Context: an optimization exercise on an open-source flow, tuned for small area, a short achievable clock period and few clock cycles per item. The choices shown serve that exercise and are no tape-out recipe.
In this exercise RTL edits were held to simulation tests only and were not proved equivalent to the original.

Setup of north:
// fm_3d_ru_outline_setup
module fm_3d_ru_outline_setup (
    clk_core,
    rst_x,
    i_aa_en,
    i_valid,
    o_ack,
    i_vtx0_x,
    i_vtx0_y,
    i_vtx1_x,
    i_vtx1_y,
    i_vtx2_x,
    i_vtx2_y,
    o_valid,
    o_is_first,
    o_is_second,
    o_aa_mode,
    o_idle,
    o_start_x_e0,
    o_start_x_05_e0,
    o_start_y_e0,
    o_end_y_e0,
    o_delta_e0,
    o_delta_t_e0,
    o_delta_a_e0,
    o_start_x_e1,
    o_start_x_05_e1,
    o_start_y_e1,
    o_end_y_e1,
    o_delta_e1,
    o_delta_t_e1,
    o_delta_a_e1,
    o_start_x_e2,
    o_start_x_05_e2,
    o_start_y_e2,
    o_end_y_e2,
    o_delta_e2,
    o_delta_t_e2,
    o_delta_a_e2,
    i_ack
);
    input         clk_core;
    input         rst_x;
    input         i_aa_en;
    input         i_valid;
    output        o_ack;
    input  [20:0] i_vtx0_x;
    input  [20:0] i_vtx0_y;
    input  [20:0] i_vtx1_x;
    input  [20:0] i_vtx1_y;
    input  [20:0] i_vtx2_x;
    input  [20:0] i_vtx2_y;
    output        o_is_first;
    output        o_is_second;
    output        o_valid;
    output        o_aa_mode;
    output        o_idle;
    output [20:0] o_start_x_e0;
    output [20:0] o_start_x_05_e0;
    output [20:0] o_start_y_e0;
    output [20:0] o_end_y_e0;
    output [21:0] o_delta_e0;
    output [21:0] o_delta_t_e0;
    output [21:0] o_delta_a_e0;
    output [20:0] o_start_x_e1;
    output [20:0] o_start_x_05_e1;
    output [20:0] o_start_y_e1;
    output [20:0] o_end_y_e1;
    output [21:0] o_delta_e1;
    output [21:0] o_delta_t_e1;
    output [21:0] o_delta_a_e1;
    output [20:0] o_start_x_e2;
    output [20:0] o_start_x_05_e2;
    output [20:0] o_start_y_e2;
    output [20:0] o_end_y_e2;
    output [21:0] o_delta_e2;
    output [21:0] o_delta_t_e2;
    output [21:0] o_delta_a_e2;
    input         i_ack;
    localparam [21:0] W_10 = 22'h0f8000;
    localparam [21:0] W_05 = 22'h0e8000;
    reg    [2:0]  r_ph;         
    reg           r_stall;
    reg           r_fv;         
    reg           r_v1, r_rec1, r_aa1, r_oaa1;
    reg           r_rec2, r_aa2, r_oaa2;
    reg    [1:0]  r_pend;       
    reg           r_aa_mode;
    reg    [2:0]  r_cnt;        
    reg           r_idle;
    reg           r_nph1_dy, r_nph2_dy, r_nph0_dx, r_nph2_dx, r_nph2_cu;
    wire          w_adv = !r_stall;
  ...
Size: roughly 1,000 flip-flops.
clock: 10.0 ns
lec_check: 0
abc_area: 1
cap_margin: 20
core_margin: 2
core_utilization: 40
cts_buf_list: sky130_fd_sc_hd__clkbuf_4 sky130_fd_sc_hd__clkbuf_8
place_density: 0.75
setup_slack_margin: 5
slew_margin: 20
standard.sh (not shown) runs the stock make flow with config.mk's settings and CLKGATE_MAP_FILE= SYNTH_SCRIPT=/design/flow/synth_recipe.tcl, a recipe that flattens the netlist after the stock synthesis.
==> flow/flow/run.sh <==
#!/bin/bash
# The standard layout (standard.sh: the standard flow's own synthesis and ORFS steps),
# with plain buf_1 cells as the port buffers instead of the delay buffers
# buffer_ports picks by default. Every port still gets its own buffer.
set -euo pipefail
export BUFFER_PORTS_ARGS="-buffer_cell sky130_fd_sc_hd__buf_1"
bash standard.sh > standard.log 2>&1
north: no failed stages, no open violations at the end
Testbench counts of north, summed over its fixed seeds: cycles 14,475, triangles 4,800.
Input-level comparison between south and north:
Settings: SETUP_SLACK_MARGIN now 4.4, was 5; PLACE_DENSITY now 0.6, was 0.75.
[summary]
- Of south and north, the run reporting the higher delay of the slowest cell on the worst path was south.
- south vs north: number of cells upsized or downsized after cts down by more than half
- north → south: via count moved down, area growth from synthesis to layout lower.
- As of south, final area had fallen by a few percent compared to north.
- Taking north as the reference point, the count of clock-net buffers in the final layout of south falls by 2.9%.
Setup changes, south to east
Settings: PLACE_DENSITY now 0.5, was 0.6; SETUP_SLACK_MARGIN now 5, was 4.4.
==> comparison <==
Summary of east over south: share of synthesized cell area in full adder, half adder and majority cells neither gained nor lost much, sum of routed wire length over all layers picked up an extra about 4%, post-layout instance count excluding filler cells picked up an extra about 1.5%. Comparing number of buffer and inverter stages on the critical path for south and east, the bigger number came from east. Per the comparison of east with south, worst setup slack moved up, sequential cell count level, sequential share of layout area moved down.

-- what the ideal ports hide --
How much do the figures lean on ideal ports? The routed layouts below were timed once more, with nothing changed but the port constraints.
Step 1: set_driving_cell puts a clkbuf_16 on clk_core and a buf_2 on each other input, an assumption about the parent block.
Step 2 times the ports against the registers' clock, not the clock port: input delays grow and output delays shrink by t, the midpoint of the rising clock arrivals with the driver on.
Slacks: no drivers / after step 1 / after step 2; pairs: no drivers / after step 1.
run	t, ns	setup slack, ns	hold slack, ns
north	0.995	4.511 / 4.511 / 4.358	0.396 / 0.396 / 0.396
south	0.979	4.466 / 4.466 / 3.931	0.405 / 0.405 / 0.405
east	0.984	4.469 / 4.469 / 4.455	0.389 / 0.389 / 0.389
After both steps every run listed still meets setup and hold. For south, which loses most, drivers alone change the setup slack by 0.000 ns; drivers and shift together by -0.535 ns.
